What follows belongs to an exercise in optimizing a design on an open flow for small area and a short achievable clock period; a production flow would make more cautious choices. At most, simulation tests tie the RTL to the original design; equivalence was not proved. Function not checked in runs 1 to 5: the RTL went through the layout flow alone. Power is estimated from default activity; no workload was simulated.

## flow/config.mk

```make
export PLATFORM = sky130hd
export DESIGN_NAME = fpadd_40
export DESIGN_NICKNAME = fpadd_40
export VERILOG_FILES = /design/flow/design.v
export SDC_FILE = /design/flow/constraint.sdc
export NUM_CORES = 4
export LEC_CHECK = 0
export ABC_AREA = 1
export CAP_MARGIN = 20
export CORE_MARGIN = 2
export CORE_UTILIZATION = 40
export CTS_BUF_LIST = sky130_fd_sc_hd__clkbuf_8
export CTS_CLUSTER_SIZE = 24
export SETUP_SLACK_MARGIN = 2.6
export SLEW_MARGIN = 20
```

## flow/constraint.sdc

```tcl
create_clock -name core_clock -period 5.0 [get_ports {clk_40}]
set_input_delay 1.0000 -clock core_clock [delete_from_list [all_inputs] [get_ports {clk_40}]]
set_output_delay 1.0000 -clock core_clock [all_outputs]
set_load 0.01 [all_outputs]
```

## flow/design.v

```verilog
module fpadd_40_add #(parameter N = 26, parameter L = 5) (
  input  [N-1:0] p0, g0,
  input          ci,
  output [N-1:0] s
);
wire [N-1:0] g [0:L];
wire [N-1:0] p [0:L];
assign g[0] = g0 | {{(N-1){1'b0}}, p0[0] & ci};
assign p[0] = p0;
genvar l, i;
generate
  for (l = 0; l < L; l = l + 1) begin : lv
    for (i = 0; i < N; i = i + 1) begin : bt
      if ((i >> l) & 1) begin : mg
        localparam integer J = ((i >> l) << l) - 1;
        assign g[l+1][i] = g[l][i] | (p[l][i] & g[l][J]);
        assign p[l+1][i] = p[l][i] & p[l][J];
      end else begin : ps
        assign g[l+1][i] = g[l][i];
        assign p[l+1][i] = p[l][i];
      end
    end
  end
endgenerate
assign s = p0 ^ {g[L][N-2:0], ci};
endmodule
module fpadd_40(x_40,y_40,res_40,clk_40,rst_40);
input  [31:0] x_40, y_40;
output [31:0] res_40;
input  clk_40, rst_40;
wire [7:0] ex = x_40[30:23];
wire [7:0] ey = y_40[30:23];
wire [7:0] dxy = ex - ey;                    
wire [7:0] dyx = ey - ex;                    
wire [4:0] cxy = (dxy > 8'd24) ? 5'd31 : dxy[4:0];    
wire [4:0] cyx = (dyx > 8'd24) ? 5'd31 : dyx[4:0];
wire       swap = y_40[30:0] > x_40[30:0];   
wire       hx   = |x_40[30:0];
wire       hy   = |y_40[30:0];
reg [22:0] fx1, fy1;
reg        hb1, sw1, sg1, sub1;
reg [7:0]  ea1;
reg [4:0]  d1;
always @(posedge clk_40) begin
  fx1  <= x_40[22:0];
  fy1  <= y_40[22:0];
  hb1  <= swap ? hx : hy;
  sw1  <= swap;
  ea1  <= swap ? ey : ex;
  d1   <= swap ? cyx : cxy;
  sg1  <= (swap ? y_40[31] : x_40[31]) & (hx | hy);
  sub1 <= x_40[31] ^ y_40[31];
end
wire [22:0] fa = sw1 ? fy1 : fx1;
wire [23:0] sb = {hb1, sw1 ? fx1 : fy1};
wire [24:0] b0 = {sb[23:3], sb[2] & ~(d1 >= 5'd24), sb[1] & ~(d1 >= 5'd23),
                  sb[0] & ~(d1 >= 5'd22), 1'b0};
wire [24:0] b1 = d1[4] ? {16'd0, b0[24:16]} : b0;
wire [24:0] b2 = d1[3] ? { 8'd0, b1[24:8]}  : b1;
wire [24:0] b3 = d1[2] ? { 4'd0, b2[24:4]}  : b2;
wire [24:0] b4 = d1[1] ? { 2'd0, b3[24:2]}  : b3;
wire [24:0] b5 = d1[0] ? { 1'd0, b4[24:1]}  : b4;
wire sticky = ~&d1 & ((d1[4] & |b0[15:0]) | (d1[3] & |b1[7:0]) |
                      (d1[2] & |b2[3:0])  | (d1[1] & |b3[1:0]) |
                      (d1[0] & b4[0]));
wire [25:0] aw = {2'b01, fa, 1'b0};
wire [25:0] bw = {sub1, b5 ^ {25{sub1}}};
wire [25:0] pw = aw ^ bw;
wire [25:0] gw = aw & bw;
reg [25:0] p2;
reg [23:1] g2;            
reg [7:0]  ea2;
reg        ci2, sg2;
always @(posedge clk_40) begin
  p2 <= pw; g2 <= gw[23:1]; ea2 <= ea1 + 8'd1;
  ci2 <= sub1 & ~sticky; sg2 <= sg1;
end
wire [25:0] s;
fpadd_40_add #(26) add (
  .p0(p2),
  .g0({1'b0, ~p2[24], g2, 1'b0}),
  .ci(ci2),
  .s (s)
);
reg [25:0] s3;
reg [7:0]  e3;
reg        sg3;
always @(posedge clk_40) begin
  s3 <= s; e3 <= ea2; sg3 <= sg2;
end
wire [31:0] v = {s3, 6'd0};
wire [15:0] z1;  wire [15:0] c1;       
genvar g;
generate for (g = 0; g < 16; g = g + 1) begin : l1
  assign z1[g] = ~(v[2*g+1] | v[2*g]);
  assign c1[g] = ~v[2*g+1];
end endgenerate
wire [7:0] z2; wire [15:0] c2;         
generate for (g = 0; g < 8; g = g + 1) begin : l2
  assign z2[g] = z1[2*g+1] & z1[2*g];
  assign c2[2*g+1:2*g] = z1[2*g+1] ? {1'b1, c1[2*g]} : {1'b0, c1[2*g+1]};
end endgenerate
wire [3:0] z3; wire [11:0] c3;         
generate for (g = 0; g < 4; g = g + 1) begin : l3
  assign z3[g] = z2[2*g+1] & z2[2*g];
  assign c3[3*g+2:3*g] = z2[2*g+1] ? {1'b1, c2[4*g+1:4*g]} : {1'b0, c2[4*g+3:4*g+2]};
end endgenerate
wire [1:0] z4; wire [7:0] c4;          
generate for (g = 0; g < 2; g = g + 1) begin : l4
  assign z4[g] = z3[2*g+1] & z3[2*g];
  assign c4[4*g+3:4*g] = z3[2*g+1] ? {1'b1, c3[6*g+2:6*g]} : {1'b0, c3[6*g+5:6*g+3]};
end endgenerate
wire       nz = ~(z4[1] & z4[0]);
wire [4:0] lz = z4[1] ? {1'b1, c4[3:0]} : {1'b0, c4[7:4]};
wire [25:0] n1 = lz[4] ? {s3[9:0], 16'd0} : s3;
wire [25:0] n2 = lz[3] ? {n1[17:0], 8'd0} : n1;
wire [25:0] n3 = lz[2] ? {n2[21:0], 4'd0} : n2;
wire [25:0] n4 = lz[1] ? {n3[23:0], 2'd0} : n3;
wire [25:0] n5 = lz[0] ? {n4[24:0], 1'd0} : n4;
wire [5:0]  el = {1'b0, e3[4:0]} - {1'b0, lz};
wire [2:0]  eh = el[5] ? e3[7:5] - 3'd1 : e3[7:5];
wire [31:0] r  = {sg3 & nz, nz ? {eh, el[4:0]} : 8'd0, n5[24:2]};
reg [31:0] r4;
always @(posedge clk_40) r4 <= r;
assign res_40 = r4;
endmodule
```

## flow/flow/run.sh

```bash
#!/bin/bash
# Standard ORFS layout, with the port buffers made from buf_2 cells instead
# of the resizer's default pick. Each step's full log stays under orfs/logs/.
set -euo pipefail
bash standard.sh finish 'BUFFER_PORTS_ARGS=-buffer_cell sky130_fd_sc_hd__buf_2' > make_finish.log 2>&1
```

## flow/standard.sh

```bash
#!/bin/bash
# synth_recipe.tcl (not shown) runs the flow's synth.tcl, then flattens the netlist and writes it again
# the make line also repeats each setting of config.mk as NAME=value (left out here)
make -C /OpenROAD-flow-scripts/flow DESIGN_CONFIG=/design/flow/config.mk WORK_HOME=/design/flow/orfs CLKGATE_MAP_FILE= SYNTH_SCRIPT=/design/flow/synth_recipe.tcl "${@:-finish}"
```

==> impl_metrics.py, run 1 <==
metrics = {
    "status": {
        "run_status": "no timing/DRC/antenna violations",
    },
    "setup_path": {
        "worstPathMaxFanout": 4,
        "worstReg2RegStart": "s3[9]$_DFF_P_",
        "setup.worst_path.class": "flip-flop to flip-flop",
        "end_kind": "flip-flop",
        "cp-start-kind": "flip-flop",
        "crit_arrival_ns": 2.88,
        "r2r-end": "r4[27]$_SDFF_PP0_",
        "cp-startpoint": "s3[9]$_DFF_P_",
        "ff2ff_setup_slack_ns": 2.51,
        "setup.worst_path.end": "r4[27]$_SDFF_PP0_",
        "ff2ff_path_depth": 14,
        "critPathRequiredTime_ns": 5.39,
    },
    "placed_design": {
        "globalplace.congestion": 0.913,
        "place_hpwl_um": 22000,
        "port-buffer-count": 96,
    },
    "timing": {
        "worst_pin_slew_ns": 0.832,
        "fin_crit_sh_pct": 49.7,
        "hold_viol": 0,
        "rsz0062_at_grt": "yes",
        "maxClockFrequency_ghz": 0.402,
        "setup-violations-final": 0,
        "fin_tns_setup_ns": 0,
        "min_period_ns": 2.49,
        "slew_headroom_pct": 44.0,
        "drv_slew": 0,
        "clock_skew_ns": 0.0142,
    },
    "routing": {
        "drc": 0,
        "wl_per_cell_um": 14.4,
        "drtPass1Iterations": 5,
        "initialDrtViolationCount": 501,
        "route.vias.total": 10200,
        "viasPerCell": 5.01,
        "drt_wl_total_um": 29400,
        "detail-route-antenna-nets": 0,
    },
    "clocking": {
        "cts_max_path_buffers": 2,
        "cts_tree": "done",
        "clk_pin_slew_ns": 0.10,
        "htree_levels": 4,
        "numCtsBuffers": 17,
        "clkLatencyLatePin_ns": 0.46,
        "cts_sinks": 189,
        "clock-root-buffer": "clkbuf_8",
    },
    "synth": {
        "synth_edf_count": 0,
        "synth_top_cell_area_share_pct": 34.7,
        "synth-main-ff-cell": "dfxtp_1",
        "syn_area_per_cell_um2": 6.95,
        "syn-cell-area_mm2": 0.0109,
        "yosysTopAreaCell": "dfxtp_1",
        "synthCells": 1567,
        "ys_ff_latch": 189,
        "synth.distinct_cells": 50,
        "syn_nets": 1710,
        "ys_seq_area_share_pct": 34.7,
        "yosysWarnings": 2,
        "yosys-top-cells-area": "dfxtp_1 (35%), nand2_1 (17%), nand3_1 (9.3%)",
        "async_reset_ff_share_pct": 0,
    },
    "global_routing": {
        "grt_max_degree": 70,
        "grt_pass1_wl_um": 47000,
        "overflow": 0,
        "antenna_found_initial": 0,
        "grt_pass1_vias": 9380,
        "grt.total_usage_pct": 20.5,
    },
    "pwr": {
        "leakage_nw": 6.53,
        "powerDensity_mw_per_mm2": 502,
        "vdd_drop_max_mv": 0.182,
    },
    "floorplan": {
        "die_area_mm2": 0.0286,
        "initial_core_util_pct": 40.5,
        "ios": 98,
        "fp.dieW_um": 169,
        "core_mm2": 0.0269,
        "rows": 60,
        "die_y_um": 169,
    },
    "finish": {
        "area_delta_synth_final_pct": 20.0,
        "final_layout_size_suffix_gt1_share_pct": 20.1,
        "nFillCells": 2755,
        "multi_input_area_mm2": 0.00673,
        "nets": 1833,
        "num_antenna_cells": 0,
        "final_core_util_pct": 48.7,
        "regArea_mm2": 0.00382,
    },
    "flow_run": {
        "drv_cap": 0,
    },
    "worst_hold_path": {
        "min-delay-path-class": "flip-flop to flip-flop",
        "hold_start": "ea2[1]$_DFF_P_",
    },
}
## layout make-up
type	instances	area share, %
Sequential cell	189	29.2
Multi-Input combinational cell	1167	51.4
Timing Repair Buffer	152	7.64
Inverter	159	5.15
Tap cell	341	3.26
Clock inverter	14	1.15
Clock buffer	18	1.89
Timing Repair inverter	4	0.249
## cells in the final DEF (no fill, tap or decap), types with 8 or more instances in the layout
cell	Yosys	layout
dfxtp_1	189	174
nand2_1	482	472
inv_6	0	8
o21ai_1	26	22
buf_2	20	93
o211ai_1	12	12
nand3_2	15	17
nand3_1	203	200
inv_1	146	130
clkbuf_8	0	18
inv_2	8	17
ha_1	74	64
ha_4	0	9
xor2_1	33	31
nand2_2	6	10
buf_4	7	48
a21oi_2	2	8
a21oi_1	53	46
xnor2_1	10	9
o21ai_0	58	51
nor4_1	13	13
nand4_1	19	19
nor2_1	95	86
nor2_2	3	10
o21ai_2	2	10
nand2_4	3	10
dfxtp_4	0	8
## critical path: stages (launching register included)
cell	delay (ns)
dfxtp_4	0.36
nor2_4	0.13
nand3_4	0.10
nor2_4	0.16
inv_2	0.07
o221ai_2	0.17
nand2_2	0.14
nand2_8	0.12
inv_12	0.04
ha_4	0.15
fa_2	0.36
o21ai_2	0.17
a21oi_2	0.08
or2_4	0.23
a21oi_2	0.13
## metal layers
metal	GRT usage [%]	vias up	wire [um]
met2	34.2	269	13800
met3	3.11	59	1280
li1	-	5341	-
met1	26.7	4579	13400
met5	0	-	0
met4	8.29	0	896
## synthesized netlist by cell type (6+ instances only)
cell        n
clkbuf_1   16
nand3_1   203
o21ai_1    26
ha_1       74
a21oi_1    53
inv_1     146
xnor2_1    10
buf_4       7
dfxtp_1   189
nand2_1   482
nand3_2    15
nor3_1      7
o211ai_1   12
nand2_2     6
buf_1      10
xor2_1     33
inv_2       8
o21ai_0    58
nand4_1    19
buf_2      20
nor2_1     95
nor4_1     13
## logic make-up (layout without fill, tap and decap cells)
group	Yosys count	in the layout	share of synthesized area, %
and+or+nand+nor	867	874	35.4
buffers and inverters	218	347	8.39
DFF	189	189	34.7
AOI/OAI and AO/OA	173	173	8.95
adders and majority gates	77	77	9.05
xor gates and xnor gates	43	43	3.46
## registers in the layout, indices dropped and copies added (netlist names), 23 cells and up
name	count
r4	32
p2	26
s3	26
fx1	23
fy1	23
g2	23
## worst min-delay path by stage
stage                     to  slack (ns)  cells after the start
6_report       e3[1]$_DFF_P_        0.33                      0
4_1_cts          sg2$_DFF_P_        0.34                      0
2_1_floorplan  e3[0]$_DFF_P_        0.31                      0
5_1_grt        e3[1]$_DFF_P_        0.35                      0
3_5_place_dp     sg2$_DFF_P_        0.31                      0
3_3_place_gp     sg2$_DFF_P_        0.31                      0
## stage by stage
stage / total power [mW] / hold slack (ns) / instance area, um2 / cells / worst slack (ns)
6_report: 6.56 / 0.334 / 13100 / 2044 / 2.51
3_3_place_gp: 5.03 / 0.311 / 11600 / 1948 / 1.72
3_5_place_dp: 5.07 / 0.312 / 11600 / 1948 / 1.58
4_1_cts: 6.43 / 0.338 / 12700 / 2021 / 2.54
5_1_grt: 7.11 / 0.347 / 13100 / 2044 / 2.37
2_1_floorplan: 4.37 / 0.310 / 11100 / 1567 / 2.54
## power breakdown
part	switching, mW	leakage, nW	internal (mW)
registers	0.317	1.59	2.00
logic	1.99	4.73	1.25
clock network	0.571	0.203	0.428
total	2.88	6.53	3.68
## repair_timing
action,in CTS,in global routing
cloned,10,2
setup buffers,31,21
hold buffers,0,0
endpoints found under the setup margin,84,59
hold endpoints to repair,0,0
resized for setup,73,62
pin swaps,22,39
==> inputs of run 2 (changes only) <==
--- a/flow/config.mk
+++ b/flow/config.mk
@@ -10,6 +10,4 @@
 export CORE_MARGIN = 2
 export CORE_UTILIZATION = 40
-export CTS_BUF_LIST = sky130_fd_sc_hd__clkbuf_8
-export CTS_CLUSTER_SIZE = 24
 export SETUP_SLACK_MARGIN = 2.6
 export SLEW_MARGIN = 20
==> run 2 against run 1 <==
Net effect: synthesized cell count did not move; sequential share of layout area fell by 0.62 points; first-iteration DRC count rose by 10%; sequential cell count did not move; design area rose by 1.9%.
==> impl_metrics.py, run 2 <==
metrics = {
    "floorplan": {
        "rows": 60,
        "ios": 98,
        "die_area_mm2": 0.0286,
        "fp.dieW_um": 169,
        "die_y_um": 169,
        "core_mm2": 0.0269,
        "initial_core_util_pct": 40.5,
    },
    "synth": {
        "yosys-top-cells-area": "dfxtp_1 (35%), nand2_1 (17%), nand3_1 (9.3%)",
        "synth.most_common_cell": "nand2_1",
        "syn_area_per_cell_um2": 6.95,
        "synth-main-ff-cell": "dfxtp_1",
        "ys_ff_latch": 189,
        "synthCells": 1567,
        "syn_nets": 1710,
        "synth.distinct_cells": 50,
        "yosysWarnings": 2,
        "synth_top_cell_area_share_pct": 34.7,
        "ys_seq_area_share_pct": 34.7,
        "synth_edf_count": 0,
        "synth_common_cells": "nand2_1 (482), nand3_1 (203), dfxtp_1 (189)",
        "yosysTopAreaCell": "dfxtp_1",
        "async_reset_ff_share_pct": 0,
        "syn-cell-area_mm2": 0.0109,
    },
    "finish": {
        "largest_reg_flops": 32,
        "num_antenna_cells": 0,
        "regArea_mm2": 0.00381,
        "regMostFlops": "r4",
        "final_common_cell": "nand2_1",
        "reg_top3": "r4 x32, p2 x26, s3 x26",
        "nets": 1841,
        "multi_input_area_mm2": 0.00675,
        "final_cell_mix": "nand2_1 (470), nand3_1 (199), dfxtp_1 (176), inv_1 (127), buf_2 (90)",
        "area_delta_synth_final_pct": 22.3,
        "final_layout_size_suffix_gt1_share_pct": 20.7,
        "nFillCells": 2721,
    },
    "setup_path": {
        "critPathRequiredTime_ns": 5.37,
        "crit_arrival_ns": 2.88,
        "cp-start-kind": "flip-flop",
        "critPathMaxStageDelay_ns": 0.36,
        "worstReg2RegStart": "s3[19]$_DFF_P_",
        "worstPathMaxFanout": 12,
        "cp-startpoint": "s3[19]$_DFF_P_",
        "cp_top_family": "simple AND/OR/NAND/NOR gates",
        "end_kind": "flip-flop",
        "path_cells": "nor2_4 -> nand3_4 -> nor2_8 -> buf_4 -> buf_8 -> a211oi_4 -> nand2_8 -> inv_12 -> ha_4 -> fa_2 -> o21ai_2 -> a21oi_2 -> or2_4 -> a21oi_2",
        "setup.worst_path.class": "flip-flop to flip-flop",
        "path_buf_inv": 3,
        "cp_slowest_cell": "dfxtp_4",
        "cp_common_cell": "a21oi_2",
    },
    "routing": {
        "route.vias.total": 10300,
        "drc": 0,
        "wl_per_cell_um": 14.5,
        "detail-route-antenna-nets": 0,
        "initialDrtViolationCount": 552,
        "drt_wl_total_um": 29700,
        "drtPass1Iterations": 6,
        "viasPerCell": 5.01,
    },
    "global_routing": {
        "antenna_found_initial": 0,
        "overflow": 0,
        "grt.total_usage_pct": 20.5,
        "grt_pass1_vias": 9352,
        "grt_max_degree": 70,
        "grt_pass1_wl_um": 46800,
    },
    "placed_design": {
        "dpl_worst_slack_ns": 1.58,
        "port-buffer-count": 96,
        "place_hpwl_um": 22000,
        "globalplace.congestion": 0.913,
    },
    "flow_run": {
        "drv_cap": 0,
    },
    "worst_hold_path": {
        "hold_start": "ea2[1]$_DFF_P_",
        "min-delay-path-class": "flip-flop to flip-flop",
    },
    "timing": {
        "fin_crit_sh_pct": 50.3,
        "setup-violations-final": 0,
        "maxClockFrequency_ghz": 0.398,
        "clock_skew_ns": 0.00924,
        "finalWorstSetupSlack_ns": 2.49,
        "min_period_ns": 2.51,
        "rsz0062_at_grt": "yes",
        "fin_tns_setup_ns": 0,
        "worst_pin_slew_ns": 0.766,
        "slew_headroom_pct": 48.5,
        "drv_slew": 0,
        "hold_viol": 0,
    },
    "clocking": {
        "clock-root-buffer": "clkbuf_16",
        "cts_tree": "done",
        "cts_hold_buf": 0,
        "numCtsBuffers": 17,
        "cts_max_path_buffers": 2,
        "htree_levels": 4,
        "cts_sinks": 189,
        "clk_pin_slew_ns": 0.07,
        "clkLatencyLatePin_ns": 0.44,
    },
    "pwr": {
        "vdd_drop_max_mv": 0.192,
        "powerDensity_mw_per_mm2": 520,
        "leakage_nw": 6.65,
    },
    "status": {
        "run_status": "no timing/DRC/antenna violations",
    },
}
-- run 2: cell count changes in the layout (fill, tap and decap cells not counted), sizes merged --
cell	delta
clkinv	+1
inv	-1
clkbuf	-2
buf	+10
-- run 2: layer usage --
metal | vias up | routed length (um) | GRT usage [%]
li1 | 5371 | - | -
met3 | 67 | 1360 | 3.44
met4 | 0 | 1020 | 8.21
met2 | 249 | 13900 | 34.2
met1 | 4589 | 13400 | 26.4
met5 | - | 0 | 0
-- run 2: worst paths after layout --
path	endpoint	slack [ns]	depth (start not counted)
hold / removal	e3[1]$_DFF_P_	0.33	0
hold reg to reg	e3[1]$_DFF_P_	0.33	0
setup / recovery	r4[27]$_SDFF_PP0_	2.49	14
setup reg to reg	r4[27]$_SDFF_PP0_	2.49	14
-- run 2: kinds of logic (layout without fill, tap and decap cells) --
logic type,Yosys count,in the layout,synth area share (%)
buf+inv,218,355,8.39
fa+ha+maj,77,77,9.05
compound gates,173,173,8.95
simple gates,867,874,35.4
flops,189,189,34.7
xor+xnor,43,43,3.46
-- run 2: repair_timing --
action                     in CTS  in global routing
cloned                          9                  3
gates resized for setup        70                 74
setup buffers                  27                 33
setup endpoints to repair      86                 59
pin swaps                      21                 47
-- run 2: worst register-to-register path, stage by stage, from the launching register on --
cell and delay, ns:
dfxtp_4 0.36, nor2_4 0.12, nand3_4 0.10, nor2_8 0.19
buf_4 0.15, buf_8 0.13, a211oi_4 0.09, nand2_8 0.13
inv_12 0.05, ha_4 0.16, fa_2 0.36, o21ai_2 0.18
a21oi_2 0.08, or2_4 0.23, a21oi_2 0.13
-- run 2: area by class of cell --
| type | instances | share of cell area, % |
|---|---|---|
| Multi-Input combinational cell | 1167 | 50.6 |
| Sequential cell | 189 | 28.6 |
| Timing Repair Buffer | 160 | 7.84 |
| Inverter | 159 | 5.05 |
| Clock buffer | 18 | 3.30 |
| Tap cell | 341 | 3.20 |
| Clock inverter | 14 | 1.13 |
| Timing Repair inverter | 4 | 0.244 |
-- run 2: metrics by stage --
| stage | util (%) | instances | power (mW) | hold slack, ns | cell area (um2) |
|---|---|---|---|---|---|
| after floorplan | - | 1567 | 4.37 | 0.310 | 11100 |
| after global placement | 43.3 | 1948 | 5.03 | 0.311 | 11600 |
| after detailed placement | 43.3 | 1948 | 5.07 | 0.312 | 11600 |
| after CTS | 47.5 | 2016 | 6.71 | 0.330 | 12800 |
| after global routing | 49.6 | 2052 | 7.48 | 0.339 | 13300 |
| final | 49.6 | 2052 | 6.93 | 0.328 | 13300 |
-- run 2: power by group --
part           total [mW]  internal, mW  switching (mW)
clock                1.34         0.721           0.623
sequential           2.32          2.00           0.317
combinational        3.27          1.28            1.99
==> inputs of run 3 (changes only) <==
--- a/flow/design.v
+++ b/flow/design.v
@@ -118,7 +118,13 @@
 wire [25:0] n4 = lz[1] ? {n3[23:0], 2'd0} : n3;
 wire [25:0] n5 = lz[0] ? {n4[24:0], 1'd0} : n4;
-wire [5:0]  el = {1'b0, e3[4:0]} - {1'b0, lz};
-wire [2:0]  eh = el[5] ? e3[7:5] - 3'd1 : e3[7:5];
-wire [31:0] r  = {sg3 & nz, nz ? {eh, el[4:0]} : 8'd0, n5[24:2]};
+wire [7:0]  nlz = ~{3'b000, lz};
+wire [7:0]  er;
+fpadd_40_add #(8, 3) esub (
+  .p0(e3 ^ nlz),
+  .g0(e3 & nlz),
+  .ci(1'b1),
+  .s (er)
+);
+wire [31:0] r  = {sg3 & nz, nz ? er : 8'd0, n5[24:2]};
 reg [31:0] r4;
 always @(posedge clk_40) r4 <= r;
--- a/flow/config.mk
+++ b/flow/config.mk
@@ -10,4 +10,6 @@
 export CORE_MARGIN = 2
 export CORE_UTILIZATION = 40
+export CTS_BUF_LIST = sky130_fd_sc_hd__clkbuf_8
+export CTS_CLUSTER_SIZE = 24
 export SETUP_SLACK_MARGIN = 2.6
 export SLEW_MARGIN = 20
==> run 3 against run 2 <==
Net effect: sequential share of layout area up 0.91 points; hold slack better by 0.0098 ns; fmax down 7.2%; highest routed layer unchanged; core utilization down 1.0 points; still clean; critical path depth unchanged.
==> impl_metrics.py, run 3 <==
metrics = {
    "synth": {
        "synth_edf_count": 0,
        "syn_area_per_cell_um2": 6.98,
        "yosysTopAreaCell": "dfxtp_1",
        "syn_nets": 1688,
        "ys_seq_area_share_pct": 35.1,
        "synth.distinct_cells": 49,
        "synth_top_cell_area_share_pct": 35.1,
        "yosysWarnings": 3,
        "synth-main-ff-cell": "dfxtp_1",
        "yosys-top-cells-area": "dfxtp_1 (35%), nand2_1 (18%), nand3_1 (9.1%)",
        "synthCells": 1545,
        "ys_ff_latch": 189,
        "synth_common_cells": "nand2_1 (509), nand3_1 (197), dfxtp_1 (189)",
        "syn-cell-area_mm2": 0.0108,
        "async_reset_ff_share_pct": 0,
        "synth.most_common_cell": "nand2_1",
    },
    "clocking": {
        "cts_max_path_buffers": 2,
        "clock-root-buffer": "clkbuf_8",
        "numCtsBuffers": 17,
        "clkLatencyLatePin_ns": 0.47,
        "cts_sinks": 189,
        "cts_tree": "done",
        "htree_levels": 4,
        "clk_pin_slew_ns": 0.11,
    },
    "pwr": {
        "powerDensity_mw_per_mm2": 488,
        "vdd_drop_max_mv": 0.195,
        "leakage_nw": 6.42,
        "total_power_mw": 6.33,
    },
    "timing": {
        "rsz0062_at_grt": "yes",
        "fin_tns_setup_ns": 0,
        "maxClockFrequency_ghz": 0.369,
        "slew_headroom_pct": 54.7,
        "min_period_ns": 2.71,
        "clock_skew_ns": 0.0133,
        "hold_viol": 0,
        "fin_crit_sh_pct": 54.2,
        "worst_pin_slew_ns": 0.679,
        "drv_slew": 0,
        "setup-violations-final": 0,
    },
    "setup_path": {
        "cp_top_family": "simple AND/OR/NAND/NOR gates",
        "critPathMaxStageDelay_ns": 0.34,
        "path_cells": "buf_6 -> nor2_4 -> nand3_2 -> nor2_4 -> nand2_8 -> buf_4 -> o21ai_2 -> ha_1 -> a21oi_2 -> nor2_1 -> nor3_2 -> nand2_1 -> or2_4 -> a21oi_2",
        "end_kind": "flip-flop",
        "path_buf_inv": 2,
        "crit_arrival_ns": 3.12,
        "critPathRequiredTime_ns": 5.41,
        "cp-start-kind": "flip-flop",
        "worstPathMaxFanout": 12,
        "setup.worst_path.class": "flip-flop to flip-flop",
        "cp_slowest_cell": "dfxtp_2",
    },
    "routing": {
        "drtPass1Iterations": 7,
        "detail-route-antenna-nets": 0,
        "drt_wl_total_um": 29900,
        "viasPerCell": 5.03,
        "drc": 0,
        "wl_per_cell_um": 14.7,
        "route.vias.total": 10200,
        "initialDrtViolationCount": 666,
    },
    "finish": {
        "nFillCells": 2717,
        "final_common_cell": "nand2_1",
        "num_antenna_cells": 0,
        "regMostFlops": "r4",
        "final_cell_mix": "nand2_1 (504), nand3_1 (193), dfxtp_1 (168), inv_1 (114), buf_2 (93)",
        "area_delta_synth_final_pct": 20.4,
        "final_layout_size_suffix_gt1_share_pct": 21.3,
        "reg_top3": "r4 x32, p2 x26, s3 x26",
        "largest_reg_flops": 32,
        "nets": 1818,
    },
    "floorplan": {
        "fp.dieW_um": 168,
        "die_y_um": 168,
        "core_mm2": 0.0267,
        "rows": 60,
        "die_area_mm2": 0.0283,
        "ios": 98,
        "initial_core_util_pct": 40.3,
    },
    "placed_design": {
        "globalplace.congestion": 0.928,
        "place_hpwl_um": 22500,
        "port-buffer-count": 96,
    },
    "status": {
        "run_status": "no timing/DRC/antenna violations",
    },
    "global_routing": {
        "grt_pass1_wl_um": 47400,
        "grt_max_degree": 36,
        "grt.total_usage_pct": 21.0,
        "overflow": 0,
        "grt_pass1_vias": 9328,
        "antenna_found_initial": 0,
    },
    "flow_run": {
        "drv_cap": 0,
    },
    "worst_hold_path": {
        "min-delay-path-class": "flip-flop to flip-flop",
    },
}
==> run 3: cell types whose count changed in the layout (fill, tap and decap cells not counted), moves of 6 or more <==
cell and change:
clkbuf_16 -18, clkbuf_8 +16, nor2_1 -20, a21oi_1 -6, nand3_2 -11, o21ai_0 -6, nand3_1 -6, dfxtp_1 -8
inv_1 -13, inv_6 -6, buf_4 -6, o211ai_1 -6, nand2_1 +34
==> run 3: timing repair <==
action	CTS	global route
setup endpoints to repair	92	61
hold buffers	0	0
resized for setup	68	62
cloned	7	4
buffers inserted	37	21
pin swaps	25	37
==> run 3: power breakdown <==
| part | leakage (nW) | total [mW] | switching [mW] | internal, mW |
|---|---|---|---|---|
| logic | 4.60 | 2.95 | 1.83 | 1.12 |
| clock network | 0.218 | 1.07 | 0.597 | 0.476 |
| registers | 1.59 | 2.31 | 0.320 | 1.99 |
==> run 3: area by class of cell <==
type	instances	area [um2]	area share, %
Multi-Input combinational cell	1157	6660	51.3
Sequential cell	189	3830	29.5
Timing Repair Buffer	158	992	7.64
Inverter	147	616	4.74
Tap cell	341	427	3.29
Clock buffer	17	234	1.80
Clock inverter	15	196	1.51
Timing Repair inverter	5	31.3	0.241
==> run 3: kinds of logic after synthesis <==
logic type,synth area share (%)
flops,35.1
xor+xnor,3.57
simple gates,35.5
buf+inv,8.28
compound gates,8.31
fa+ha+maj,9.29
==> run 3: worst paths after layout <==
kind	slack (ns)	to	from	cells after the start
worst max-delay path	2.29	r4[30]$_SDFF_PP0_	s3[20]$_DFF_P_	14
worst min register to register	0.34	e3[5]$_DFF_P_	ea2[5]$_DFF_P_	0
worst max register to register	2.29	r4[30]$_SDFF_PP0_	s3[20]$_DFF_P_	14
worst min-delay path	0.34	e3[5]$_DFF_P_	ea2[5]$_DFF_P_	0
==> run 3: per-layer routing <==
| layer | global-route usage, % | part of all wire (%) |
|---|---|---|
| met1 | 27.0 | 45 |
| met2 | 36.1 | 47 |
| met3 | 2.19 | 4.0 |
| met4 | 8.28 | 3.3 |
| met5 | 0 | 0 |
==> run 3: through the flow <==
stage                     hold slack, ns  setup slack [ns]  area [um2]  cells  util (%)
after floorplan                    0.310              2.26       11000   1545         -
after global placement             0.311              1.15       11600   1928      43.3
after detailed placement           0.312              1.12       11600   1928      43.3
after CTS                          0.339              2.34       12600   2004      47.0
after global routing               0.344              2.15       13000   2029      48.6
final                              0.337              2.29       13000   2029      48.6
==> run 3: worst register-to-register path: stages (launching register included) <==
cell and delay (ns):
dfxtp_2 0.34, buf_6 0.11, nor2_4 0.11, nand3_2 0.10, nor2_4 0.21, nand2_8 0.10
buf_4 0.21, o21ai_2 0.26, ha_1 0.32, a21oi_2 0.17, nor2_1 0.07, nor3_2 0.18
nand2_1 0.12, or2_4 0.26, a21oi_2 0.11
==> inputs of run 4 (changes only) <==
--- a/flow/config.mk
+++ b/flow/config.mk
@@ -12,4 +12,5 @@
 export CTS_BUF_LIST = sky130_fd_sc_hd__clkbuf_8
 export CTS_CLUSTER_SIZE = 24
+export PLACE_DENSITY = 0.85
 export SETUP_SLACK_MARGIN = 2.6
 export SLEW_MARGIN = 20
==> run 4 against run 3 <==
Net effect: still clean on timing, DRC and antenna; sequential power about the same; synthesized area unchanged; clock power about the same; register-to-register slack better by 0.03 ns; fmax up 1.1%; clock-buffer cell count up 1; core utilization down 0.46 points; combinational power about the same; sequential share of layout area up 0.27 points; die area unchanged.
==> impl_metrics.py, run 4 <==
metrics = {
    "setup_path": {
        "cp_slowest_cell": "dfxtp_4",
        "critPathRequiredTime_ns": 5.43,
        "crit_arrival_ns": 3.11,
        "cp_common_cell": "a21oi_2",
        "cp-start-kind": "flip-flop",
        "end_kind": "flip-flop",
        "worstPathMaxFanout": 3,
        "path_cells": "inv_2 -> a21oi_2 -> o21ai_1 -> o21ai_2 -> nand3_4 -> inv_8 -> ha_4 -> inv_2 -> fa_2 -> a21o_1 -> a21oi_2 -> nor2_1 -> nor3_2 -> nand2_1 -> or2_4 -> a21oi_2",
        "critPathMaxStageDelay_ns": 0.38,
        "setup.worst_path.class": "flip-flop to flip-flop",
    },
    "synth": {
        "synthXorXnorAreaFrac_pct": 3.57,
        "synth_edf_count": 0,
        "synth.distinct_cells": 49,
        "synth-adder-area-share_pct": 9.29,
        "syn-cell-area_mm2": 0.0108,
        "yosys.area_share.simple_pct": 35.5,
        "synth.most_common_cell": "nand2_1",
        "yosysWarnings": 3,
        "synth_top_family_by_area": "simple AND/OR/NAND/NOR gates",
        "yosysTopAreaCell": "dfxtp_1",
        "synth_compound_area_share_pct": 8.31,
        "yosys-top-cells-area": "dfxtp_1 (35%), nand2_1 (18%), nand3_1 (9.1%)",
        "synth-main-ff-cell": "dfxtp_1",
        "syn_nets": 1688,
        "synth_top_cell_area_share_pct": 35.1,
        "synthMuxAreaShare_pct": 0,
        "synth_common_cells": "nand2_1 (509), nand3_1 (197), dfxtp_1 (189)",
        "synthCells": 1545,
        "ys_seq_area_share_pct": 35.1,
        "ys_ff_latch": 189,
        "syn_area_per_cell_um2": 6.98,
        "async_reset_ff_share_pct": 0,
    },
    "timing": {
        "fin_crit_sh_pct": 53.6,
        "fin_tns_setup_ns": 0,
        "rsz0062_at_grt": "yes",
        "min_period_ns": 2.68,
        "drv_slew": 0,
        "worst_pin_slew_ns": 0.995,
        "hold_viol": 0,
        "setup-violations-final": 0,
        "fin_hold_ws_ns": 0.323,
        "slew_headroom_pct": 33.6,
        "clock_skew_ns": 0.0259,
        "maxClockFrequency_ghz": 0.373,
    },
    "flow_run": {
        "drv_cap": 0,
    },
    "finish": {
        "regMostFlops": "r4",
        "multi_input_area_mm2": 0.00662,
        "reg_top3": "r4 x32, p2 x26, s3 x26",
        "area_delta_synth_final_pct": 19.3,
        "final_cell_mix": "nand2_1 (501), nand3_1 (193), dfxtp_1 (167), inv_1 (114), buf_2 (94)",
        "num_antenna_cells": 0,
        "nFillCells": 2654,
        "regArea_mm2": 0.00383,
        "final_layout_size_suffix_gt1_share_pct": 21.0,
        "nets": 1810,
        "largest_reg_flops": 32,
        "final_common_cell": "nand2_1",
    },
    "floorplan": {
        "die_area_mm2": 0.0283,
        "ios": 98,
        "core_mm2": 0.0267,
        "initial_core_util_pct": 40.3,
        "rows": 60,
        "fp.dieW_um": 168,
        "die_y_um": 168,
    },
    "clocking": {
        "cts_tree": "done",
        "clkLatencyLatePin_ns": 0.49,
        "cts_sinks": 189,
        "cts_max_path_buffers": 2,
        "clock-root-buffer": "clkbuf_8",
        "htree_levels": 4,
        "cts_hold_buf": 0,
        "numCtsBuffers": 17,
        "clk_pin_slew_ns": 0.11,
    },
    "pwr": {
        "vdd_drop_max_mv": 0.188,
        "p_comb_share_pct": 46.3,
        "powerDensity_mw_per_mm2": 490,
        "p_clk_share_pct": 16.9,
        "p_sw_share_pct": 43.9,
        "p_seq_share_pct": 36.8,
        "leakage_nw": 6.36,
        "p_switching_mw": 2.77,
        "internal_power_mw": 3.54,
    },
    "routing": {
        "route.vias.total": 10600,
        "met2_length_um": 14300,
        "routed-wl-met3_um": 1960,
        "top_layer": "met5",
        "drc": 0,
        "drt_wl_total_um": 29600,
        "wl_per_cell_um": 14.7,
        "wl_met1_um": 12500,
        "detail-route-antenna-nets": 0,
        "drtPass1Iterations": 6,
        "viasPerCell": 5.24,
        "initialDrtViolationCount": 950,
    },
    "global_routing": {
        "grt.total_usage_pct": 20.5,
        "grt_max_degree": 36,
        "grt_pass1_vias": 9706,
        "overflow": 0,
        "grt_pass1_wl_um": 46700,
        "antenna_found_initial": 1,
    },
    "worst_hold_path": {
        "min-delay-path-class": "flip-flop to flip-flop",
    },
    "placed_design": {
        "port-buffer-count": 96,
        "place_hpwl_um": 21800,
        "globalplace.congestion": 0.937,
    },
    "status": {
        "run_status": "no timing/DRC/antenna violations",
    },
}
run 4: cell counts after synthesis:
No cell type changed its count.
run 4: cell type report:
cell class	instances	area share [%]
Clock buffer	18	1.93
Clock inverter	14	1.47
Inverter	147	4.73
Multi-Input combinational cell	1157	51.4
Sequential cell	189	29.8
Tap cell	341	3.32
Timing Repair Buffer	149	6.99
Timing Repair inverter	6	0.331
run 4: through the flow:
step           utilization, %  cells  worst slack, ns  instance area (um2)  power (mW)
2_1_floorplan               -   1545             2.26                11000        4.16
3_3_place_gp             43.3   1926             1.22                11600        4.80
3_5_place_dp             43.3   1926             1.11                11600        4.86
4_1_cts                  46.4   1991             2.33                12400        6.11
5_1_grt                  48.1   2021             2.19                12900        6.78
6_report                 48.1   2021             2.32                12900        6.30
run 4: worst paths after layout:
check | endpoint | slack, ns | cells after the start | startpoint
worst max-delay path | r4[30]$_SDFF_PP0_ | 2.32 | 16 | s3[8]$_DFF_P_
worst min-delay path | e3[6]$_DFF_P_ | 0.32 | 0 | ea2[6]$_DFF_P_
worst max register to register | r4[30]$_SDFF_PP0_ | 2.32 | 16 | s3[8]$_DFF_P_
worst min register to register | e3[6]$_DFF_P_ | 0.32 | 0 | ea2[6]$_DFF_P_
run 4: routing by layer:
layer / global-route usage (%) / vias to the layer above
met2: 36.1 / 428
met3: 3.69 / 68
met5: 0 / -
li1: - / 5269
met4: 8.02 / 2
met1: 24.9 / 4823
run 4: cells by family after synthesis:
kind of cell	Yosys count
xor gates and xnor gates	44
DFF	189
buffers and inverters	205
and+or+nand+nor	870
AOI/OAI and AO/OA	160
adders and majority gates	77
run 4: what timing repair did:
action | 4_1_cts | 5_1_grt
resized for setup | 54 | 63
setup buffers | 26 | 25
setup endpoints to repair | 92 | 63
cloned | 7 | 5
pin swaps | 30 | 28
run 4: worst max-delay path, delay by kind of cell (launching register included):
family | cells | cell delay [ns]
flops | 1 | 0.38
fa+ha+maj | 2 | 0.49
simple gates | 5 | 0.74
compound gates | 6 | 0.86
buf+inv | 3 | 0.16
run 4: power groups by stage:
| stage | Sequential, mW | Clock [mW] | Combinational (mW) |
|---|---|---|---|
| after floorplan | 2.27 | 0 | 1.90 |
| after global placement | 2.29 | 0 | 2.51 |
| after detailed placement | 2.31 | 0 | 2.55 |
| after CTS | 2.31 | 1.09 | 2.72 |
| after global routing | 2.37 | 1.14 | 3.27 |
| final | 2.32 | 1.07 | 2.92 |
==> inputs of run 5 (changes only) <==
--- a/flow/design.v
+++ b/flow/design.v
@@ -31,7 +31,8 @@
 wire [7:0] ex = x_40[30:23];
 wire [7:0] ey = y_40[30:23];
-wire [7:0] dxy = ex - ey;                    
-wire [7:0] dyx = ey - ex;                    
-wire [4:0] cxy = (dxy > 8'd24) ? 5'd31 : dxy[4:0];    
+wire [8:0] dxy = {1'b0, ex} - {1'b0, ey};
+wire [7:0] dyx = ey - ex;
+wire       ge  = ~dxy[8];                    
+wire [4:0] cxy = (dxy[7:0] > 8'd24) ? 5'd31 : dxy[4:0];   
 wire [4:0] cyx = (dyx > 8'd24) ? 5'd31 : dyx[4:0];
 wire       swap = y_40[30:0] > x_40[30:0];   
@@ -39,5 +40,5 @@
 wire       hy   = |y_40[30:0];
 reg [22:0] fx1, fy1;
-reg        hb1, sw1, sg1, sub1;
+reg        hb1, sw1, sx1, sy1, sub1;
 reg [7:0]  ea1;
 reg [4:0]  d1;
@@ -45,12 +46,14 @@
   fx1  <= x_40[22:0];
   fy1  <= y_40[22:0];
-  hb1  <= swap ? hx : hy;
+  hb1  <= hx & hy;                            
   sw1  <= swap;
-  ea1  <= swap ? ey : ex;
-  d1   <= swap ? cyx : cxy;
-  sg1  <= (swap ? y_40[31] : x_40[31]) & (hx | hy);
+  ea1  <= ge ? ex : ey;
+  d1   <= ge ? cxy : cyx;
+  sx1  <= x_40[31] & (hx | hy);               
+  sy1  <= y_40[31];
   sub1 <= x_40[31] ^ y_40[31];
 end
 wire [22:0] fa = sw1 ? fy1 : fx1;
+wire        sg1 = sw1 ? sy1 : sx1;
 wire [23:0] sb = {hb1, sw1 ? fx1 : fy1};
 wire [24:0] b0 = {sb[23:3], sb[2] & ~(d1 >= 5'd24), sb[1] & ~(d1 >= 5'd23),
@@ -118,13 +121,7 @@
 wire [25:0] n4 = lz[1] ? {n3[23:0], 2'd0} : n3;
 wire [25:0] n5 = lz[0] ? {n4[24:0], 1'd0} : n4;
-wire [7:0]  nlz = ~{3'b000, lz};
-wire [7:0]  er;
-fpadd_40_add #(8, 3) esub (
-  .p0(e3 ^ nlz),
-  .g0(e3 & nlz),
-  .ci(1'b1),
-  .s (er)
-);
-wire [31:0] r  = {sg3 & nz, nz ? er : 8'd0, n5[24:2]};
+wire [5:0]  el = {1'b0, e3[4:0]} - {1'b0, lz};
+wire [2:0]  eh = el[5] ? e3[7:5] - 3'd1 : e3[7:5];
+wire [31:0] r  = {sg3 & nz, nz ? {eh, el[4:0]} : 8'd0, n5[24:2]};
 reg [31:0] r4;
 always @(posedge clk_40) r4 <= r;
--- a/flow/config.mk
+++ b/flow/config.mk
@@ -12,5 +12,4 @@
 export CTS_BUF_LIST = sky130_fd_sc_hd__clkbuf_8
 export CTS_CLUSTER_SIZE = 24
-export PLACE_DENSITY = 0.85
 export SETUP_SLACK_MARGIN = 2.6
 export SLEW_MARGIN = 20
==> run 5 against run 4 <==
Net effect: combinational power is 11% lower; hold slack gained 0.0087 ns; still clean; core utilization down 0.81 points; first-iteration DRC count fell by 46%.
==> impl_metrics.py, run 5 <==
metrics = {
    "finish": {
        "nets": 1809,
        "largest_reg_flops": 32,
        "reg_top3": "r4 x32, p2 x26, s3 x26",
        "stdcell_count": 2018,
        "final_layout_size_suffix_gt1_share_pct": 18.3,
        "fin_area_mm2": 0.0127,
        "regMostFlops": "r4",
        "area_delta_synth_final_pct": 16.7,
        "num_antenna_cells": 0,
        "final_cell_mix": "nand2_1 (454), nand3_1 (204), dfxtp_1 (175), inv_1 (147), buf_2 (94)",
        "final_common_cell": "nand2_1",
    },
    "routing": {
        "route.vias.total": 10200,
        "drtPass1Iterations": 7,
        "drc": 0,
        "detail-route-antenna-nets": 0,
        "drt_wl_total_um": 29200,
        "wl_per_cell_um": 14.5,
        "initialDrtViolationCount": 514,
        "viasPerCell": 5.04,
    },
    "timing": {
        "clock_skew_ns": 0.0240,
        "maxClockFrequency_ghz": 0.394,
        "min_period_ns": 2.54,
        "finalWorstSetupSlack_ns": 2.46,
        "rsz0062_at_grt": "yes",
        "setup-violations-final": 0,
        "fin_crit_sh_pct": 50.8,
        "slew_headroom_pct": 30.8,
        "hold_viol": 0,
        "drv_slew": 0,
        "fin_tns_setup_ns": 0,
        "worst_pin_slew_ns": 1.04,
    },
    "clocking": {
        "htree_levels": 4,
        "clock-root-buffer": "clkbuf_8",
        "cts_tree": "done",
        "clkLatencyLatePin_ns": 0.46,
        "cts_hold_buf": 0,
        "clk_pin_slew_ns": 0.09,
        "cts_max_path_buffers": 2,
        "numCtsBuffers": 17,
        "cts_sinks": 190,
    },
    "status": {
        "run_status": "no timing/DRC/antenna violations",
    },
    "placed_design": {
        "dp_cells": 1939,
        "globalplace.congestion": 0.930,
        "postPlaceCellArea_mm2": 0.0116,
        "place_hpwl_um": 22100,
        "port-buffer-count": 96,
        "dpl_worst_slack_ns": 1.73,
    },
    "pwr": {
        "leakage_nw": 6.34,
        "p_clk_share_pct": 16.2,
        "p_switching_mw": 2.42,
        "p_sw_share_pct": 42.2,
        "p_seq_share_pct": 38.7,
        "internal_power_mw": 3.31,
        "p_comb_share_pct": 45.2,
        "powerDensity_mw_per_mm2": 451,
        "vdd_drop_max_mv": 0.156,
    },
    "setup_path": {
        "r2r-end": "r4[27]$_SDFF_PP0_",
        "path_cells": "nor2_4 -> nand3_4 -> buf_4 -> o21ai_0 -> a21oi_4 -> nand2_4 -> inv_8 -> ha_1 -> fa_2 -> nor2_4 -> o21ai_1 -> nand2_1 -> xor2_1 -> inv_1 -> nor2_1",
        "cp_common_cell": "nor2_4",
        "critPathMaxStageDelay_ns": 0.37,
        "cp_slowest_cell": "fa_2",
        "worstPathMaxFanout": 12,
        "worstReg2RegStart": "s3[24]$_DFF_P_",
        "critPathRequiredTime_ns": 5.40,
        "end_kind": "flip-flop",
        "ff2ff_setup_slack_ns": 2.46,
        "cp-start-kind": "flip-flop",
        "ff2ff_path_depth": 15,
        "setup.worst_path.class": "flip-flop to flip-flop",
        "crit_arrival_ns": 2.94,
    },
    "floorplan": {
        "initial_core_util_pct": 40.5,
        "ios": 98,
        "die_y_um": 169,
        "core_mm2": 0.0269,
        "rows": 60,
        "fp.dieW_um": 169,
        "die_area_mm2": 0.0286,
    },
    "synth": {
        "synth.distinct_cells": 49,
        "synthCells": 1558,
        "async_reset_ff_share_pct": 0,
        "syn_area_per_cell_um2": 6.99,
        "yosysWarnings": 2,
        "yosys-top-cells-area": "dfxtp_1 (35%), nand2_1 (16%), nand3_1 (9.5%)",
        "yosysTopAreaCell": "dfxtp_1",
        "syn_nets": 1702,
        "syn-cell-area_mm2": 0.0109,
        "synth_common_cells": "nand2_1 (459), nand3_1 (207), dfxtp_1 (190)",
        "synth_edf_count": 0,
        "ys_seq_area_share_pct": 34.9,
        "synth-main-ff-cell": "dfxtp_1",
        "synth.most_common_cell": "nand2_1",
        "synth_top_cell_area_share_pct": 34.9,
        "ys_ff_latch": 190,
    },
    "global_routing": {
        "overflow": 0,
        "grt_max_degree": 52,
        "grt_pass1_vias": 9318,
        "grt_pass1_wl_um": 46000,
        "antenna_found_initial": 0,
        "grt.total_usage_pct": 20.2,
    },
    "worst_hold_path": {
        "min-delay-path-class": "flip-flop to flip-flop",
        "hold_depth": 0,
        "hold_start": "ea2[2]$_DFF_P_",
        "holdPathEnd": "e3[2]$_DFF_P_",
    },
    "flow_run": {
        "drv_cap": 0,
    },
}
-- run 5: changes by cell type after synthesis, sizes merged, moves of 17 or more --
cell / previous run / this run
nand3: 202 / 219
inv: 146 / 163
nor2: 81 / 98
nand2: 521 / 472
o21ai: 78 / 102
-- run 5: through the flow --
step / power (mW) / utilization [%] / hold slack [ns]
2_1_floorplan: 3.87 / - / 0.310
3_3_place_gp: 4.44 / 43.0 / 0.313
3_5_place_dp: 4.47 / 43.0 / 0.312
4_1_cts: 5.61 / 45.9 / 0.336
5_1_grt: 6.19 / 47.3 / 0.339
6_report: 5.73 / 47.3 / 0.332
-- run 5: cells by family (layout without fill, tap and decap cells) --
family | count (synthesis) | after routing | share of synthesized area [%]
DFF | 190 | 190 | 34.9
and+or+nand+nor | 849 | 852 | 34.8
xor gates and xnor gates | 38 | 38 | 3.05
buffers and inverters | 222 | 338 | 8.76
AOI/OAI and AO/OA | 181 | 181 | 9.31
adders and majority gates | 78 | 78 | 9.16
-- run 5: cell type report --
cell class              instances  area, um2
well taps                     341        427
flip-flops and latches        190       3830
multi-input cells            1149       6530
clock buffers                  17        234
inverters                     164        678
repair inverters                6       42.5
repair buffers                137        853
clock inverters                14        121
fillers                      2789      14200
-- run 5: what timing repair did --
action | in CTS | in global routing
pin swaps | 15 | 31
buffers inserted | 18 | 20
resized for setup | 66 | 62
setup endpoints to repair | 61 | 57
gates cloned | 7 | 3
-- run 5: layer usage --
layer  routed length [um]  global-route usage, %  share of wire [%]
met5                    0                      0                  0
met4                  998                   8.10                3.4
met3                 1220                   2.83                4.2
met2                13800                   34.3                 47
met1                13200                   25.9                 45
-- run 5: worst max-delay path by stage --
stage | from | end | slack [ns]
5_1_grt | s3[24]$_DFF_P_ | r4[30]$_SDFF_PP0_ | 2.36
4_1_cts | s3[21]$_DFF_P_ | r4[30]$_SDFF_PP0_ | 2.51
2_1_floorplan | x_40[23] | d1[1]$_DFF_P_ | 2.52
3_3_place_gp | s3[15]$_DFF_P_ | r4[30]$_SDFF_PP0_ | 1.75
3_5_place_dp | s3[15]$_DFF_P_ | r4[30]$_SDFF_PP0_ | 1.73
6_report | s3[24]$_DFF_P_ | r4[27]$_SDFF_PP0_ | 2.46
-- run 5: critical path: cells and delay by family, from the launching register on --
| family | cells | cell delay (ns) |
|---|---|---|
| AO/OA/AOI/OAI | 3 | 0.44 |
| XOR/XNOR | 1 | 0.15 |
| adder cells (fa/ha/maj) | 2 | 0.58 |
| buffers and inverters | 3 | 0.28 |
| flip-flops | 1 | 0.34 |
| AND/OR/NAND/NOR | 6 | 0.70 |
-- run 5: power by group through the flow --
| stage | combinational [mW] | sequential [mW] | clock (mW) |
|---|---|---|---|
| 2_1_floorplan | 1.67 | 2.21 | 0 |
| 3_3_place_gp | 2.22 | 2.22 | 0 |
| 3_5_place_dp | 2.24 | 2.23 | 0 |
| 4_1_cts | 2.44 | 2.22 | 0.957 |
| 5_1_grt | 2.90 | 2.26 | 1.03 |
| 6_report | 2.59 | 2.22 | 0.925 |
==> inputs of run 6 (changes only) <==
--- a/flow/design.v
+++ b/flow/design.v
@@ -57,6 +57,5 @@
 wire        sg1 = sw1 ? sy1 : sx1;
 wire [23:0] sb = {hb1, sw1 ? fx1 : fy1};
-wire [24:0] b0 = {sb[23:3], sb[2] & ~(d1 >= 5'd24), sb[1] & ~(d1 >= 5'd23),
-                  sb[0] & ~(d1 >= 5'd22), 1'b0};
+wire [24:0] b0 = {sb, 1'b0};
 wire [24:0] b1 = d1[4] ? {16'd0, b0[24:16]} : b0;
 wire [24:0] b2 = d1[3] ? { 8'd0, b1[24:8]}  : b1;
@@ -64,7 +63,11 @@
 wire [24:0] b4 = d1[1] ? { 2'd0, b3[24:2]}  : b3;
 wire [24:0] b5 = d1[0] ? { 1'd0, b4[24:1]}  : b4;
-wire sticky = ~&d1 & ((d1[4] & |b0[15:0]) | (d1[3] & |b1[7:0]) |
-                      (d1[2] & |b2[3:0])  | (d1[1] & |b3[1:0]) |
-                      (d1[0] & b4[0]));
+reg [24:1] smask;
+integer k;
+always @(*) begin
+  for (k = 1; k < 25; k = k + 1)
+    smask[k] = (d1 > k) && (d1 <= k + 20) && (d1 <= 5'd24);
+end
+wire sticky = |(b0[24:1] & smask);
 wire [25:0] aw = {2'b01, fa, 1'b0};
 wire [25:0] bw = {sub1, b5 ^ {25{sub1}}};
==> run 6 against run 5 <==
Net effect: highest routed layer unchanged; non-clock buffer count rose by 5; die area rose by 0.44%; via count rose by 4.7%; still clean on timing, DRC and antenna; sequential share of layout area rose by 0.10 points.
==> impl_metrics.py, run 6 <==
metrics = {
    "synth": {
        "syn-cell-area_mm2": 0.0109,
        "synth_compound_area_share_pct": 9.92,
        "syn_area_per_cell_um2": 6.91,
        "synth.most_common_cell": "nand2_1",
        "synth-main-ff-cell": "dfxtp_1",
        "synth_edf_count": 0,
        "yosys-top-cells-area": "dfxtp_1 (35%), nand2_1 (16%), nand3_1 (12%)",
        "yosysTopAreaCell": "dfxtp_1",
        "synth_top_cell_area_share_pct": 34.7,
        "yosys.area_share.simple_pct": 36.0,
        "synth_top_family_by_area": "simple AND/OR/NAND/NOR gates",
        "synth.distinct_cells": 44,
        "synthMuxAreaShare_pct": 0,
        "async_reset_ff_share_pct": 0,
        "synthXorXnorAreaFrac_pct": 2.00,
        "synthCells": 1585,
        "ys_ff_latch": 190,
        "yosysWarnings": 2,
        "ys_seq_area_share_pct": 34.7,
        "synth-adder-area-share_pct": 9.24,
        "syn_nets": 1730,
        "synth_common_cells": "nand2_1 (479), nand3_1 (257), dfxtp_1 (190)",
    },
    "setup_path": {
        "worstPathMaxFanout": 11,
        "cp-start-kind": "primary input",
        "setup.worst_path.class": "primary input to flip-flop",
        "critPathMaxStageDelay_ns": 0.39,
        "end_kind": "flip-flop",
        "cp_slowest_cell": "ha_1",
        "crit_arrival_ns": 2.70,
        "critPathRequiredTime_ns": 5.36,
        "path_cells": "buf_2 -> inv_1 -> ha_1 -> a21oi_2 -> nor2_1 -> a211oi_2 -> buf_4 -> nand2_2 -> o21ai_0",
    },
    "global_routing": {
        "grt_pass1_vias": 9693,
        "grt.total_usage_pct": 22.2,
        "grt_pass1_wl_um": 49900,
        "overflow": 0,
        "antenna_found_initial": 0,
        "grt_max_degree": 57,
    },
    "pwr": {
        "p_comb_share_pct": 45.0,
        "p_clk_share_pct": 16.9,
        "internal_power_mw": 3.43,
        "p_seq_share_pct": 38.1,
        "vdd_drop_max_mv": 0.176,
        "powerDensity_mw_per_mm2": 477,
        "p_switching_mw": 2.66,
        "leakage_nw": 6.39,
        "p_sw_share_pct": 43.6,
    },
    "finish": {
        "num_antenna_cells": 0,
        "reg_top3": "r4 x32, p2 x26, s3 x26",
        "regMostFlops": "r4",
        "largest_reg_flops": 32,
        "nFillCells": 2742,
        "nets": 1843,
        "final_layout_size_suffix_gt1_share_pct": 17.1,
        "area_delta_synth_final_pct": 16.7,
        "final_common_cell": "nand2_1",
        "final_cell_mix": "nand2_1 (467), nand3_1 (257), dfxtp_1 (167), inv_1 (137), buf_2 (96)",
    },
    "floorplan": {
        "die_area_mm2": 0.0287,
        "rows": 60,
        "core_mm2": 0.0269,
        "initial_core_util_pct": 40.7,
        "die_y_um": 169,
        "ios": 98,
        "fp.dieW_um": 169,
    },
    "clocking": {
        "clk_pin_slew_ns": 0.11,
        "cts_hold_buf": 0,
        "cts_sinks": 190,
        "clkLatencyLatePin_ns": 0.48,
        "clock-root-buffer": "clkbuf_8",
        "cts_max_path_buffers": 2,
        "cts_tree": "done",
        "htree_levels": 4,
        "numCtsBuffers": 17,
    },
    "timing": {
        "fin_crit_sh_pct": 46.8,
        "min_period_ns": 2.34,
        "clock_skew_ns": 0.0165,
        "rsz0062_at_grt": "yes",
        "drv_slew": 0,
        "setup-violations-final": 0,
        "maxClockFrequency_ghz": 0.428,
        "hold_viol": 0,
        "worst_pin_slew_ns": 0.747,
        "fin_tns_setup_ns": 0,
        "fin_hold_ws_ns": 0.331,
        "slew_headroom_pct": 49.9,
    },
    "routing": {
        "detail-route-antenna-nets": 0,
        "viasPerCell": 5.19,
        "drtPass1Iterations": 7,
        "initialDrtViolationCount": 781,
        "drc": 0,
        "wl_per_cell_um": 15.5,
        "drt_wl_total_um": 31900,
        "route.vias.total": 10600,
    },
    "flow_run": {
        "drv_cap": 0,
    },
    "placed_design": {
        "globalplace.congestion": 0.917,
        "port-buffer-count": 96,
        "place_hpwl_um": 24300,
    },
    "worst_hold_path": {
        "min-delay-path-class": "flip-flop to flip-flop",
    },
    "status": {
        "run_status": "no timing/DRC/antenna violations",
    },
}
==> run 6: cell count changes after synthesis, sizes merged, moves of 10 or more <==
cell / before / now
o21ai: 102 / 89
nand3: 219 / 260
nand2: 472 / 486
or2: 12 / 2
xor2: 28 / 17
inv: 163 / 152
nor2: 98 / 85
a21oi: 50 / 63
nand4: 15 / 31
==> run 6: cell type report <==
| type | count | area, um2 | share of cell area, % |
|---|---|---|---|
| clock buffer | 17 | 234 | 1.83 |
| clock inverter | 15 | 188 | 1.47 |
| inverter | 155 | 617 | 4.83 |
| multi-input combinational | 1192 | 6560 | 51.3 |
| sequential | 190 | 3860 | 30.2 |
| tap | 341 | 427 | 3.34 |
| timing repair buffer | 142 | 892 | 6.98 |
==> run 6: layer usage <==
layer	up-vias	routed length (um)	share of wire, %	GRT usage, %
met3	85	1810	5.7	3.96
met4	0	1430	4.5	12.2
li1	5485	-	-	-
met5	-	0	0	0
met2	338	14700	46	36.1
met1	4739	13900	44	27.9
==> run 6: timing repair <==
action / in CTS / in global routing
setup buffers: 8 / 31
resized for setup: 43 / 75
endpoints found under the setup margin: 68 / 65
pin swaps: 6 / 23
gates cloned: 6 / 1
==> run 6: worst paths after layout <==
check | from | to | slack (ns) | depth (start not counted)
min reg2reg | ea2[7]$_DFF_P_ | e3[7]$_DFF_P_ | 0.33 | 0
max | x_40[28] | ea1[3]$_DFF_P_ | 2.66 | 9
min | ea2[7]$_DFF_P_ | e3[7]$_DFF_P_ | 0.33 | 0
max reg2reg | s3[12]$_DFF_P_ | r4[27]$_SDFF_PP0_ | 2.69 | 16
==> run 6: cells by family (layout without fill, tap and decap cells) <==
| group | after synthesis | in the layout |
|---|---|---|
| xor+xnor | 25 | 25 |
| simple gates | 892 | 898 |
| buf+inv | 209 | 329 |
| fa+ha+maj | 79 | 79 |
| flops | 190 | 190 |
| compound gates | 190 | 190 |
==> run 6: per-stage QoR <==
stage,worst slack (ns),total power [mW],std cells,cell area [um2],util [%]
floorplan,2.59,4.04,1585,11000,-
global placement,1.89,4.70,1974,11700,43.4
detailed placement,1.83,4.72,1974,11700,43.4
CTS,2.57,5.92,2020,12300,45.9
global route,2.53,6.60,2052,12800,47.5
finish,2.66,6.09,2052,12800,47.5
==> run 6: worst max-delay path, delay by kind of cell <==
kind | cells | cell delay, ns
compound gates | 3 | 0.76
fa+ha+maj | 1 | 0.39
buf+inv | 3 | 0.33
simple gates | 2 | 0.21
==> run 6: power by group through the flow <==
stage,Clock (mW),Sequential [mW],Combinational (mW)
floorplan,0,2.26,1.77
global placement,0,2.30,2.40
detailed placement,0,2.30,2.42
CTS,1.06,2.29,2.57
global route,1.12,2.36,3.12
finish,1.03,2.32,2.74
==> inputs of run 7 (changes only) <==
--- a/flow/config.mk
+++ b/flow/config.mk
@@ -12,4 +12,5 @@
 export CTS_BUF_LIST = sky130_fd_sc_hd__clkbuf_8
 export CTS_CLUSTER_SIZE = 24
+export PLACE_DENSITY = 0.85
 export SETUP_SLACK_MARGIN = 2.6
 export SLEW_MARGIN = 20
==> run 7 against run 6 <==
Net effect: clock skew grew 0.0017 ns; core utilization shrank 0.63 points; still clean on timing, DRC and antenna; fmax shrank 0.62%; synthesized cell count is the same; final cell count shrank 0.73%.
==> impl_metrics.py, run 7 <==
metrics = {
    "status": {
        "run_status": "no timing/DRC/antenna violations",
    },
    "routing": {
        "route.vias.total": 10900,
        "viasPerCell": 5.33,
        "drt_wl_total_um": 30800,
        "drtPass1Iterations": 6,
        "initialDrtViolationCount": 939,
        "detail-route-antenna-nets": 0,
        "wl_per_cell_um": 15.1,
        "drc": 0,
    },
    "global_routing": {
        "grt_pass1_wl_um": 47800,
        "grt_pass1_vias": 9683,
        "antenna_found_initial": 0,
        "overflow": 0,
        "grt.total_usage_pct": 20.8,
        "grt_max_degree": 57,
    },
    "timing": {
        "fin_crit_sh_pct": 47.1,
        "fin_hold_ws_ns": 0.332,
        "setup-violations-final": 0,
        "drv_slew": 0,
        "worst_pin_slew_ns": 0.619,
        "clock_skew_ns": 0.0182,
        "min_period_ns": 2.35,
        "rsz0062_at_grt": "yes",
        "slew_headroom_pct": 58.7,
        "hold_viol": 0,
        "maxClockFrequency_ghz": 0.425,
        "fin_tns_setup_ns": 0,
    },
    "synth": {
        "synth_common_cells": "nand2_1 (479), nand3_1 (257), dfxtp_1 (190)",
        "synth-main-ff-cell": "dfxtp_1",
        "async_reset_ff_share_pct": 0,
        "ys_ff_latch": 190,
        "ys_seq_area_share_pct": 34.7,
        "synth_edf_count": 0,
        "yosysTopAreaCell": "dfxtp_1",
        "syn_nets": 1730,
        "synth.distinct_cells": 44,
        "yosys-top-cells-area": "dfxtp_1 (35%), nand2_1 (16%), nand3_1 (12%)",
        "syn_area_per_cell_um2": 6.91,
        "yosysWarnings": 2,
        "synth_top_cell_area_share_pct": 34.7,
        "syn-cell-area_mm2": 0.0109,
        "synthCells": 1585,
        "synth.most_common_cell": "nand2_1",
    },
    "floorplan": {
        "die_y_um": 169,
        "core_mm2": 0.0269,
        "fp.dieW_um": 169,
        "die_area_mm2": 0.0287,
        "initial_core_util_pct": 40.7,
        "rows": 60,
        "ios": 98,
    },
    "clocking": {
        "numCtsBuffers": 17,
        "clkLatencyLatePin_ns": 0.46,
        "cts_tree": "done",
        "cts_sinks": 190,
        "htree_levels": 4,
        "cts_max_path_buffers": 2,
        "clock-root-buffer": "clkbuf_8",
        "cts_hold_buf": 0,
        "clk_pin_slew_ns": 0.10,
    },
    "pwr": {
        "p_sw_share_pct": 42.9,
        "p_seq_share_pct": 39.0,
        "internal_power_mw": 3.44,
        "powerDensity_mw_per_mm2": 477,
        "vdd_drop_max_mv": 0.204,
        "p_switching_mw": 2.58,
        "p_clk_share_pct": 17.4,
        "total_power_mw": 6.01,
        "p_comb_share_pct": 43.5,
        "leakage_nw": 6.32,
    },
    "placed_design": {
        "place_hpwl_um": 23200,
        "globalplace.congestion": 0.983,
        "port-buffer-count": 96,
        "postPlaceCellArea_mm2": 0.0117,
    },
    "setup_path": {
        "end_kind": "flip-flop",
        "cp-start-kind": "primary input",
        "crit_arrival_ns": 2.67,
        "worstPathMaxFanout": 11,
        "setup.worst_path.class": "primary input to flip-flop",
        "critPathRequiredTime_ns": 5.32,
    },
    "worst_hold_path": {
        "min-delay-path-class": "flip-flop to flip-flop",
    },
    "finish": {
        "reg_top3": "r4 x32, p2 x26, s3 x26",
        "largest_reg_flops": 32,
        "num_antenna_cells": 0,
        "nets": 1828,
        "final_cell_mix": "nand2_1 (473), nand3_1 (257), dfxtp_1 (162), inv_1 (140), buf_2 (95)",
        "fin_area_mm2": 0.0126,
        "regMostFlops": "r4",
        "final_common_cell": "nand2_1",
        "area_delta_synth_final_pct": 15.2,
        "final_layout_size_suffix_gt1_share_pct": 16.0,
    },
    "flow_run": {
        "drv_cap": 0,
    },
}
==> run 7: cell families (layout without fill, tap and decap cells) <==
| group | after synthesis | count (layout) | share of synthesized area, % |
|---|---|---|---|
| buffers and inverters | 209 | 313 | 8.10 |
| xor gates and xnor gates | 25 | 25 | 2.00 |
| and+or+nand+nor | 892 | 898 | 36.0 |
| AOI/OAI and AO/OA | 190 | 191 | 9.92 |
| DFF | 190 | 190 | 34.7 |
| adders and majority gates | 79 | 79 | 9.24 |
==> run 7: final cells by class <==
cell class	count	area, um2
Fill cell	2681	14300
Multi-Input combinational cell	1193	6530
Sequential cell	190	3870
Timing Repair Buffer	126	754
Inverter	155	608
Tap cell	341	427
Clock buffer	18	248
Clock inverter	14	171
==> run 7: power groups by stage <==
stage | registers (mW) | clock network, mW | logic (mW)
3_5_place_dp | 2.31 | 0 | 2.39
5_1_grt | 2.39 | 1.13 | 2.95
4_1_cts | 2.29 | 1.07 | 2.46
3_3_place_gp | 2.30 | 0 | 2.34
6_report | 2.35 | 1.05 | 2.62
2_1_floorplan | 2.26 | 0 | 1.77
==> run 7: final timing paths <==
check	from	endpoint	slack (ns)	cells past startpoint
setup / recovery	x_40[30]	ea1[3]$_DFF_P_	2.65	10
hold / removal	ea2[1]$_DFF_P_	e3[1]$_DFF_P_	0.33	0
setup reg to reg	s3[14]$_DFF_P_	r4[29]$_SDFF_PP0_	2.67	15
hold reg to reg	ea2[1]$_DFF_P_	e3[1]$_DFF_P_	0.33	0
==> run 7: metal layers <==
metal	wire length, um	vias to the layer above	GRT usage [%]	share of wire [%]
li1	-	5463	-	-
met1	13200	4890	26.4	43
met2	14500	449	34.8	47
met3	2130	57	3.59	6.9
met4	968	0	8.99	3.1
met5	0	-	0	0
==> run 7: metrics by stage <==
stage                     instances  utilization (%)  worst slack (ns)
after floorplan                1585                -              2.59
after global placement         1974             43.4              1.99
after detailed placement       1974             43.4              1.93
after CTS                      2016             45.4              2.46
after global routing           2037             46.9              2.52
final                          2037             46.9              2.65
==> run 7: critical path, stage by stage <==
cell	delay, ns
buf_2	0.14
inv_1	0.06
ha_1	0.38
nand2_1	0.16
nor2_1	0.08
a211oi_2	0.26
buf_4	0.17
nand2_2	0.16
nand2_1	0.11
o21ai_0	0.14
==> run 7: what timing repair did <==
| item | in CTS | in global routing |
|---|---|---|
| gates resized for setup | 18 | 89 |
| setup endpoints to repair | 66 | 67 |
| pin swaps | 5 | 22 |
| cloned | 5 | 3 |
| buffers inserted | 5 | 18 |

## port drivers added, routing unchanged
Ports are ideal in the flow. The routed layouts listed here were re-timed in OpenROAD.
Step 1 sets driving cells, clkbuf_16 on the clock port and buf_2 on the other inputs (assumed; they add their load-dependent delay and slew).
Step 2 times the ports against the registers' clock, not the clock port: input delays grow and output delays shrink by t, the midpoint of the rising clock arrivals with the driver on.
Slacks: ideal / step 1 / step 2; pairs: ideal / step 1.
run | t (ns) | setup WS [ns] | hold WS [ns]
run 1 | 0.496 | 2.515 / 2.515 / 2.116 | 0.334 / 0.334 / 0.334
run 2 | 0.475 | 2.486 / 2.486 / 2.194 | 0.328 / 0.328 / 0.328
run 3 | 0.507 | 2.289 / 2.289 / 2.111 | 0.337 / 0.337 / 0.337
run 4 | 0.527 | 2.319 / 2.319 / 2.143 | 0.323 / 0.323 / 0.323
run 5 | 0.499 | 2.460 / 2.460 / 2.158 | 0.332 / 0.332 / 0.332
run 6 | 0.518 | 2.662 / 2.685 / 2.168 | 0.331 / 0.331 / 0.331
run 7 | 0.504 | 2.647 / 2.671 / 2.168 | 0.332 / 0.332 / 0.332
After both steps setup and hold are still met in every run listed. For run 6, which loses most, drivers alone change the setup slack by +0.023 ns; drivers and shift together by -0.494 ns.
